This is an optimization exercise on Yosys and OpenROAD, whose aim is small area and a short achievable clock period, not a production implementation.
The RTL was checked by simulation tests, not by an equivalence proof against the original design.
No activity file was given, so power comes from the tool's default toggle rates.

## JK
==> flow/design.v <==
module CPU (
    input wire clk,
    input wire rst_n,
    input wire [8-1:0] int_flag,
    output wire [16-1:0] inst_addr,
    input  wire [16-1:0] inst_data,
    output wire [16-1:0] mem_addr,
    output wire [16-1:0] mem_wd,
    input  wire [16-1:0] mem_rd,
    output wire            mem_ctrl
);
    reg [15:0] pc;
    reg [15:0] id_inst;
    reg        id_valid, id_inc;    
    reg [15:0] ex_a, ex_b;      
    reg [ 7:0] ex_imm;          
    reg [ 2:0] ex_rd;
    reg [ 2:0] ex_op;           
    reg [ 1:0] ex_rwsel;        
    reg        ex_we;           
    reg        ex_mem;          
    reg        ex_sub;          
    reg        ex_mul;          
    reg        ex_csrw;         
    reg        ex_jal, ex_jr;
    reg        ex_beq, ex_ble;
    reg [15:0] rf [1:7];
    reg [ 7:1] rf_v;
    reg [31:0] cycle;
    reg [15:0] mtvec, mcause, mepc, mie, mstatus, mscratch;
    reg        s_write, s_mret;    
    reg        i_entry, i_ret;     
    reg        int_en;
    reg        gie_q;
    wire        sub     = ex_sub;
    wire [15:0] bb      = ex_b ^ {16{sub}};    
    wire [15:0] sum     = ex_a + bb + {15'b0, sub};
    wire [ 5:0] addr_lo = {1'b0, ex_a[4:0]} + {1'b0, ex_imm[4:0]};
    wire [10:0] addr_h1 = ex_a[15:5] + 1'b1;
    wire [15:0] addr    = {addr_lo[5] ? addr_h1 : ex_a[15:5], addr_lo[4:0]};
    wire [15:0] prod    = ex_a * ex_b;
    wire        shr     = ex_op[0];
    reg  [15:0] sh_in, srl_o;
    integer n;
    always @(*) for (n = 0; n < 16; n = n + 1) sh_in[n] = shr ? ex_a[15-n] : ex_a[n];
    wire [15:0] sh_o    = (|ex_b[15:4]) ? 16'b0 : (sh_in << ex_b[3:0]);
    always @(*) for (n = 0; n < 16; n = n + 1) srl_o[n] = sh_o[15-n];
    wire [15:0] sll_o   = sh_o;
    reg [15:0] alu;
    always @(*) begin
        case (ex_op)
            3'b000, 3'b001: alu = sum;
            3'b010: alu = sum;      
            3'b011: alu = ex_a & bb;
            3'b100:  alu = ex_a | bb;
            3'b101: alu = ex_a ^ bb;
            3'b110: alu = sll_o;
            default: alu = srl_o;
        endcase
    end
    wire eq = &(ex_a ^ bb);    
    wire lt = (ex_a[15] ^ ex_b[15]) ? ex_a[15] : sum[15];
    wire int_assert = i_entry | i_ret;
    wire jump_flag  = int_assert | ex_jal | ex_jr | (ex_beq & eq) | (ex_ble & lt);
    wire [15:0] jump_pc = int_assert ? (i_entry ? mtvec : mepc) :
                          ex_jr ? sum : {8'b0, ex_imm};
    reg [15:0] csr_rdata;
    always @(*) begin
        case (ex_imm[4:0])
            5'd0: csr_rdata = cycle[15:0];
            5'd1: csr_rdata = cycle[31:16];
            5'd2: csr_rdata = mtvec;
            5'd3: csr_rdata = mcause;
            5'd4: csr_rdata = mepc;
            5'd5: csr_rdata = mie;
            5'd6: csr_rdata = mstatus;
            5'd7: csr_rdata = mscratch;
            default: csr_rdata = 16'b0;
        endcase
    end
    wire [15:0] wb_o = (ex_rwsel == 2'b01) ? mem_rd :
                       (ex_rwsel == 2'b10) ? csr_rdata : alu;
    wire [15:0] wb = ex_mul ? prod : wb_o;
    assign mem_addr = addr;
    assign mem_wd   = ex_b;
    assign mem_ctrl = ex_mem;
    wire int_any  = (int_flag != 8'h00) & mstatus[3];
    wire mret_en  = (id_inst == 16'h0000) & int_en & ~gie_q;
    wire idle     = ~s_write & ~s_mret;
    wire take     = idle & mstatus[3] & (int_flag == 8'b00000001);
    wire clear    = int_any | mret_en | ~idle | jump_flag;
    wire [15:0] id_addr = id_valid ? pc - {15'b0, id_inc} : 16'b0;
    wire [15:0] cap_addr = jump_flag ? {8'b0, ex_imm} : id_addr;
    always @(posedge clk) gie_q <= mstatus[3];
    always @(posedge clk or negedge rst_n) begin
        if (~rst_n) begin
            s_write <= 1'b0;
            s_mret  <= 1'b0;
            i_entry <= 1'b0;
            i_ret   <= 1'b0;
            int_en  <= 1'b0;
        end else begin
            s_write <= take;
            s_mret  <= idle & ~int_any & mret_en;
            i_entry <= s_write;
            i_ret   <= s_mret;
            if (idle & int_any) int_en <= 1'b1;
            else if (idle & mret_en) int_en <= 1'b0;
        end
    end
    wire csr_we = ex_csrw;
    wire [4:0] csr_wa = ex_imm[4:0];
    always @(posedge clk or negedge rst_n) begin
        if (~rst_n) cycle <= 32'b0;
        else cycle <= cycle + 1'b1;
    end
    always @(posedge clk or negedge rst_n) begin
        if (~rst_n) begin
            mtvec <= 16'b0;
            mcause <= 16'b0;
            mepc <= 16'b0;
            mie <= 16'b0;
            mstatus <= 16'b0;
            mscratch <= 16'b0;
        end else begin
            if (csr_we && csr_wa == 5'd2) mtvec <= ex_a;
            if (take) mcause <= 16'h0004;
            else if (csr_we && csr_wa == 5'd3) mcause <= ex_a;
            if (take) mepc <= cap_addr;
            else if (csr_we && csr_wa == 5'd4) mepc <= ex_a;
            if (csr_we && csr_wa == 5'd5) mie <= ex_a;
            if (csr_we && csr_wa == 5'd6) mstatus <= ex_a;
            else if (i_entry) mstatus[3] <= 1'b0;
            else if (i_ret) mstatus[3] <= mstatus[7];
            if (csr_we && csr_wa == 5'd7) mscratch <= ex_a;
        end
    end
    assign inst_addr = pc;
    wire pc_stall = (pc == 1024 - 1) || (inst_data == 16'b0);
    wire [15:0] pc_inc = pc + 1'b1;
    wire [15:0] pc_seq = (clear | pc_stall) ? pc : pc_inc;
    always @(posedge clk) begin
        if (~rst_n) pc <= 16'b0;
        else pc <= jump_flag ? jump_pc : pc_seq;
    end
    always @(posedge clk) begin
        if (~rst_n | clear) begin
            id_inst  <= 16'b0;
            id_valid <= 1'b0;
        end else begin
            id_inst  <= inst_data;
            id_valid <= 1'b1;
        end
        id_inc <= ~pc_stall;
    end
    wire [4:0] op = id_inst[4:0];
    wire [2:0] rd = id_inst[7:5];
    wire [2:0] rs = id_inst[10:8];
    wire d_alu  = (op[4:3] == 2'b00);             
    wire d_alui = (op[4:3] == 2'b10);             
    wire d_lw   = (op == 5'b11000);
    wire d_sw   = (op == 5'b11001);
    wire d_csrr = (op == 5'b11010);
    wire d_csrw = (op == 5'b11011);
    wire d_jal  = (op == 5'b11100);
    wire d_jr   = (op == 5'b11101);
    wire d_li   = (op == 5'b11110);
    wire d_rc   = (op == 5'b11111);
    wire d_beq  = (op == 5'b01000);
    wire d_ble  = (op == 5'b01001);
    wire d_immsel = d_jal | d_jr | d_li;
    wire d_immop  = d_alui | d_lw | d_sw | d_csrr | d_csrw | d_jal | d_jr | d_li;
    wire d_we     = d_alu | d_alui | d_lw | d_csrr | d_jal | d_li;
    wire [2:0] d_op = (d_alu | d_alui) ? op[2:0] : 3'b000;
    wire [1:0] d_rwsel = d_lw ? 2'b01 : d_csrr ? 2'b10 : 2'b00;
    wire [7:0] d_imm = d_immsel ? id_inst[15:8] : {3'b0, id_inst[15:11]};
    wire       absel = d_lw | d_sw;
    wire [2:0] ra = absel ? rs : rd;
    wire [2:0] rb = d_sw ? rd : rs;
    wire fwd_a = ex_we & (ra == ex_rd);
    wire fwd_b = ex_we & (rb == ex_rd);
    reg [15:0] rf_a, rf_b;
    integer k;
    always @(*) begin
        rf_a = 16'b0;
        rf_b = 16'b0;
        for (k = 1; k < 8; k = k + 1) begin
            if (ra == k && rf_v[k]) rf_a = rf[k];
            if (rb == k && rf_v[k]) rf_b = rf[k];
        end
    end
    wire        b_imm  = d_immop & ~d_sw;
    wire [15:0] a_o    = fwd_a ? wb_o : rf_a;
    wire [15:0] b_o    = b_imm ? {8'b0, d_imm} : fwd_b ? wb_o : rf_b;
    wire        a_prod = fwd_a & ex_mul;
    wire        b_prod = fwd_b & ex_mul & ~b_imm;
    wire [15:0] a_next = a_prod ? prod : a_o;
    wire [15:0] b_next = b_prod ? prod : b_o;
    always @(posedge clk) begin
        ex_a   <= a_next;
        ex_b   <= b_next;
        ex_imm <= d_imm;
        ex_rd  <= rd;
        ex_op  <= d_op;
        ex_rwsel <= d_rwsel;
        ex_sub <= ((d_alu | d_alui) & (op[2:0] == 3'b001)) | d_beq | d_ble;
        ex_mul <= (d_alu | d_alui) & (op[2:0] == 3'b010);
        if (~rst_n | clear) begin
            ex_we   <= 1'b0;
            ex_mem  <= 1'b0;
            ex_csrw <= 1'b0;
            ex_jal  <= 1'b0;
            ex_jr   <= 1'b0;
            ex_beq  <= 1'b0;
            ex_ble  <= 1'b0;
        end else begin
            ex_we   <= d_we;
            ex_mem  <= d_sw;
            ex_csrw <= d_csrw;
            ex_jal  <= d_jal;
            ex_jr   <= d_jr;
            ex_beq  <= d_beq;
            ex_ble  <= d_ble;
        end
    end
    always @(posedge clk) begin
        if (~rst_n | d_rc) rf_v <= 7'b0;
        else if (ex_we && ex_rd != 3'd0) rf_v[ex_rd] <= 1'b1;
    end
    always @(posedge clk) begin
        if (ex_we && ex_rd != 3'd0) rf[ex_rd] <= wb;
    end
endmodule
export LEC_CHECK = 0
export ABC_AREA = 1
export CAP_MARGIN = 20
export CORE_MARGIN = 2
export CORE_UTILIZATION = 55
export SLEW_MARGIN = 20
create_clock -name core_clock -period 10.5 [get_ports {clk}]
standard.sh (not shown) runs the stock make flow with config.mk's settings and CLKGATE_MAP_FILE= SYNTH_SCRIPT=/design/flow/synth_recipe.tcl, a recipe that flattens the netlist after the stock synthesis.
==> flow/flow/run.sh <==
#!/bin/bash
set -euo pipefail
bash standard.sh ADDER_MAP_FILE= "BUFFER_PORTS_ARGS=-buffer_cell sky130_fd_sc_hd__buf_2" SETUP_SLACK_MARGIN=6 finish > flow_standard.log 2>&1
JK closes out successfully: all stages finished, all timing, DRC and antenna checks passed.
Setup changes, JK to MS
- an added CTS_CLUSTER_SIZE of 30
- an added CTS_CLUSTER_DIAMETER of 60
- an added SETUP_SLACK_MARGIN of 5
==> flow/flow/run.sh <==
#!/bin/bash
# Standard ORFS layout, with two changes to how it is made:
#  - synthesis leaves adders to ABC instead of mapping them onto the library's
#    full/half-adder cells (which are slow in sky130hd);
#  - ports are buffered with plain buffers instead of delay buffers.
set -euo pipefail
bash standard.sh ADDER_MAP_FILE= "BUFFER_PORTS_ARGS=-buffer_cell sky130_fd_sc_hd__buf_2" finish > flow_standard.log 2>&1
--- outcome ---
- Footprint of the multi-input gates was lower in MS than in JK.
- MS has post-detailed-route via-to-cell ratio below what JK had.
- Global-route wire length before repair on MS is down relative to JK.
- Delta (MS minus JK): post-route clock skew now larger; total internal power decreased by about 8% relative to the old numbers.
- Taking JK over MS, the power of the clock network ratio works out to 1.10.
- MS vs. JK: sum of met2 wire segment lengths after detailed routing went down 2.2 mm, CTS clock-pin slew for the worst setup and hold paths barely changed, power down 150 uW, total global routing track utilization has decreased.

========
== red ==
// CPU: RTL as listed in full above, without the edits since
==> flow/config.mk <==
export PLATFORM = sky130hd
export DESIGN_NAME = CPU
export DESIGN_NICKNAME = CPU
export VERILOG_FILES = /design/flow/design.v
export SDC_FILE = /design/flow/constraint.sdc
export NUM_CORES = 4
export LEC_CHECK = 0
export CAP_MARGIN = 20
export CORE_MARGIN = 2
export CORE_UTILIZATION = 55
export SETUP_SLACK_MARGIN = 5
export SLEW_MARGIN = 20
==> flow/constraint.sdc <==
create_clock -name core_clock -period 10.5 [get_ports {clk}]
set_input_delay 2.1000 -clock core_clock [delete_from_list [all_inputs] [get_ports {clk}]]
set_output_delay 2.1000 -clock core_clock [all_outputs]
set_load 0.01 [all_outputs]
==> flow/flow/run.sh <==
#!/bin/bash
# Standard ORFS layout, with two changes to how it is made:
#  - synthesis leaves adders to ABC instead of mapping them onto the library's
#    full/half-adder cells (which are slow in sky130hd);
#  - ports are buffered with plain buffers instead of delay buffers.
set -euo pipefail
bash standard.sh ADDER_MAP_FILE= "BUFFER_PORTS_ARGS=-buffer_cell sky130_fd_sc_hd__buf_2" finish > flow_standard.log 2>&1
Changes in blue relative to red:
# red
export LEC_CHECK = 0
export CAP_MARGIN = 20
export CORE_MARGIN = 2
export CORE_UTILIZATION = 55
export SETUP_SLACK_MARGIN = 5
export SLEW_MARGIN = 20
create_clock -name core_clock -period 10.5 [get_ports {clk}]
# blue
export LEC_CHECK = 0
export ABC_AREA = 1
export CAP_MARGIN = 20
export CORE_MARGIN = 2
export CORE_UTILIZATION = 70
export SETUP_SLACK_MARGIN = 5
export SLEW_MARGIN = 20
create_clock -name core_clock -period 10.5 [get_ports {clk}]
### Flow results
- Compared with red, blue shows overall die width that has gone down by more than 10%.
- Cmp blue vs red: overall power lower in blue
- Per the comparison of blue with red, met3 layer usage reported by global route picked up an extra 8.0 points; synthesized cell count saw an increase; register-to-register slack +0.22 ns; largest voltage drop on the vdd net has decreased; actual slew at the worst max-slew pin went up.

========
Setup of build 78:
Another version of the RTL of CPU (not shown whole).
Size in the first run: roughly 2500 cells after synthesis, ~360 flip-flops, roughly 91 I/O pins.
clock: 10.5 ns
lec_check: 0
cap_margin: 20
core_margin: 2
core_utilization: 40
slew_margin: 20
run.sh (not shown) runs the stock make flow with config.mk's settings and CLKGATE_MAP_FILE= SYNTH_SCRIPT=/design/flow/synth_recipe.tcl, a recipe that flattens the netlist after the stock synthesis.
Stock flow here: none of the scripts above is used.
The inputs of build 81 differ from those of build 78 as listed below.
-- flow/config.mk --
<<< build 78, line 8
>>> build 81, line 8
export ABC_AREA = 1
==> summary.txt <==
Build 81 did not stop at any stage, and its layout met the timing, design-rule and antenna checks. Summary: with build 78 as the reference, met1 routed wirelength after detailed routing in build 81 moved up slightly. Shortest clock period the worst path allows after layout: build 78 and build 81 compared, lower one is build 81. Going from build 78 to build 81, fraction of area in multi-input gates shrinks by 3.6 points. Build 81 vs build 78, core utilization of the finished layout went up by 0.17 points. Diff build 78 -> build 81 | worst reg2reg path depth | decrease of about 9%. For build 81, the top power group was the clock network, unlike build 78, where it was registers. Build 81 against build 78; power consumed by the clock network is up by more than 10%. Final total power, build 78 and build 81: smaller value in build 78.
Input-level comparison between build 24 and build 81:
-- flow/config.mk --
<<< build 81, line 8
export ABC_AREA = 1
>>> build 24, line 8
<<< build 81, line 12
>>> build 24, line 11
export SETUP_SLACK_MARGIN = 5
## What came out
Going from build 81 to build 24, wire length per cell after detailed routing picked up an extra 6.2 um; post-cts gate resize count rose 247; layout clock buffer count shows a reduction of 10; worst endpoint data arrival time +1920 ps.

========
Another version of the RTL of CPU (not shown whole).
Size in the first run: roughly 3,500 cells after synthesis, about 340 flip-flops, ~91 I/O pins.
Settings: LEC_CHECK=0, ABC_AREA=1, CAP_MARGIN=20, CORE_MARGIN=2, CORE_UTILIZATION=55, CTS_CLUSTER_DIAMETER=60, CTS_CLUSTER_SIZE=30, SETUP_SLACK_MARGIN=5, SLEW_MARGIN=20; clock period 10.5 ns.
standard.sh (not shown) runs the stock make flow with config.mk's settings and CLKGATE_MAP_FILE= SYNTH_SCRIPT=/design/flow/synth_recipe.tcl, a recipe that flattens the netlist after the stock synthesis.
Scripts as last shown in full above: flow/flow/run.sh
Then changed:
Settings changed: CORE_UTILIZATION 55 to 70, CTS_CLUSTER_DIAMETER 60 to unset, CTS_CLUSTER_SIZE 30 to unset.
Result: The changed run passed the timing, design-rule and antenna checks; hold slack hardly moves; final area stays flat; setup slack is worse by 0.18 ns; fmax went down by 3.3%; global-route usage increases by 12 points; routed wire length increases by 4.5%; power is higher by 5.2%; critical path depth rises by 4; sequential share of layout area is about the same; sequential power hardly moves.
Then changed:
Settings changed: CORE_UTILIZATION 70 to 55, CTS_BUF_LIST set to sky130_fd_sc_hd__clkbuf_8.
What happened: Via count is lower by a few percent. Clock power is lower by a little under a tenth. Design area is higher slightly. Worst setup slack gains 0.17 ns. Total power is lower by a few percent. Fmax is higher by a few percent. Routed wire length is lower by a few percent. Hold slack loses 0.0040 ns. Non-clock buffer count is higher by 14.

========
Another version of the RTL of CPU (not shown whole).
Size: ~91 I/O pins, roughly 24,000 sq um of cells after synthesis.
clock: 10.5 ns
lec_check: 0
abc_area: 1
cap_margin: 20
core_margin: 2
core_utilization: 40
setup_slack_margin: 5
slew_margin: 20
run.sh (not shown) runs the stock make flow with config.mk's settings and CLKGATE_MAP_FILE= SYNTH_SCRIPT=/design/flow/synth_recipe.tcl, a recipe that flattens the netlist after the stock synthesis.
Stock flow here: none of the scripts above is used.
==> next run, changes <==
==> flow/flow/run.sh (new file) <==
#!/bin/bash
# Standard ORFS layout, but synthesis leaves adders to ABC instead of mapping
# them onto the library's full/half-adder cells (which are slow in sky130hd).
set -euo pipefail
cd "$(dirname "$0")/.."
bash standard.sh ADDER_MAP_FILE= finish > flow_standard.log 2>&1
==> flow/standard.sh (new file) <==
#!/bin/bash
# synth_recipe.tcl (not shown) runs the flow's synth.tcl, then flattens the netlist and writes it again
# the make line also repeats each setting of config.mk as NAME=value (left out here)
make -C /OpenROAD-flow-scripts/flow DESIGN_CONFIG=/design/flow/config.mk WORK_HOME=/design/flow/orfs CLKGATE_MAP_FILE= SYNTH_SCRIPT=/design/flow/synth_recipe.tcl "${@:-finish}"
removed: flow/run.sh
Outcome: Sequential share of layout area climbs by 2.2 points; die area decreases by a few percent; count of clock-buffer cells in the layout climbs by 3; setup slack got worse by 0.0090 ns.

re-timing with driven ports:
The results above use ideal ports. As a check the final layouts listed here were re-extracted and re-timed, cells and wires unchanged.
Step 1, drivers: a clkbuf_16 drives clk and a buf_2 each remaining input, both assumed.
Step 2, shift: input delay + t, output delay - t, t = (earliest + latest rising clock arrival at the registers) / 2. This alone moves slack from input paths to output paths.
Slacks: ideal ports / drivers / drivers and shift; pairs: ideal ports / drivers.
run | shift t [ns] | setup WS [ns] | worst hold slack (ns)
JK | 0.625 | 5.177 / 5.116 / 5.741 | 0.386 / 0.386 / 0.386
MS | 0.667 | 5.124 / 5.062 / 5.382 | 0.384 / 0.384 / 0.384
red | 0.617 | 5.066 / 5.000 / 5.173 | 0.402 / 0.402 / 0.402
blue | 0.639 | 4.922 / 4.863 / 5.299 | 0.383 / 0.383 / 0.383
build 78 | 0.618 | 3.085 / 3.026 / 3.091 | 0.439 / 0.439 / 0.439
build 81 | 0.619 | 3.986 / 3.926 / 4.076 | 0.384 / 0.384 / 0.384
build 24 | 0.621 | 4.636 / 4.636 / 4.636 | 0.430 / 0.430 / 0.430
the first run of note 4 | 0.658 | 5.147 / 5.089 / 5.351 | 0.385 / 0.385 / 0.385
the second run of note 4 | 0.632 | 4.967 / 4.910 / 5.411 | 0.387 / 0.387 / 0.387
the third run of note 4 | 0.722 | 5.138 / 5.085 / 5.169 | 0.383 / 0.383 / 0.383
the first run of note 5 | 0.639 | 4.978 / 4.969 / 4.978 | 0.374 / 0.374 / 0.374
the second run of note 5 | 0.620 | 4.969 / 4.906 / 5.345 | 0.382 / 0.382 / 0.382
After both steps every run listed still meets setup and hold.
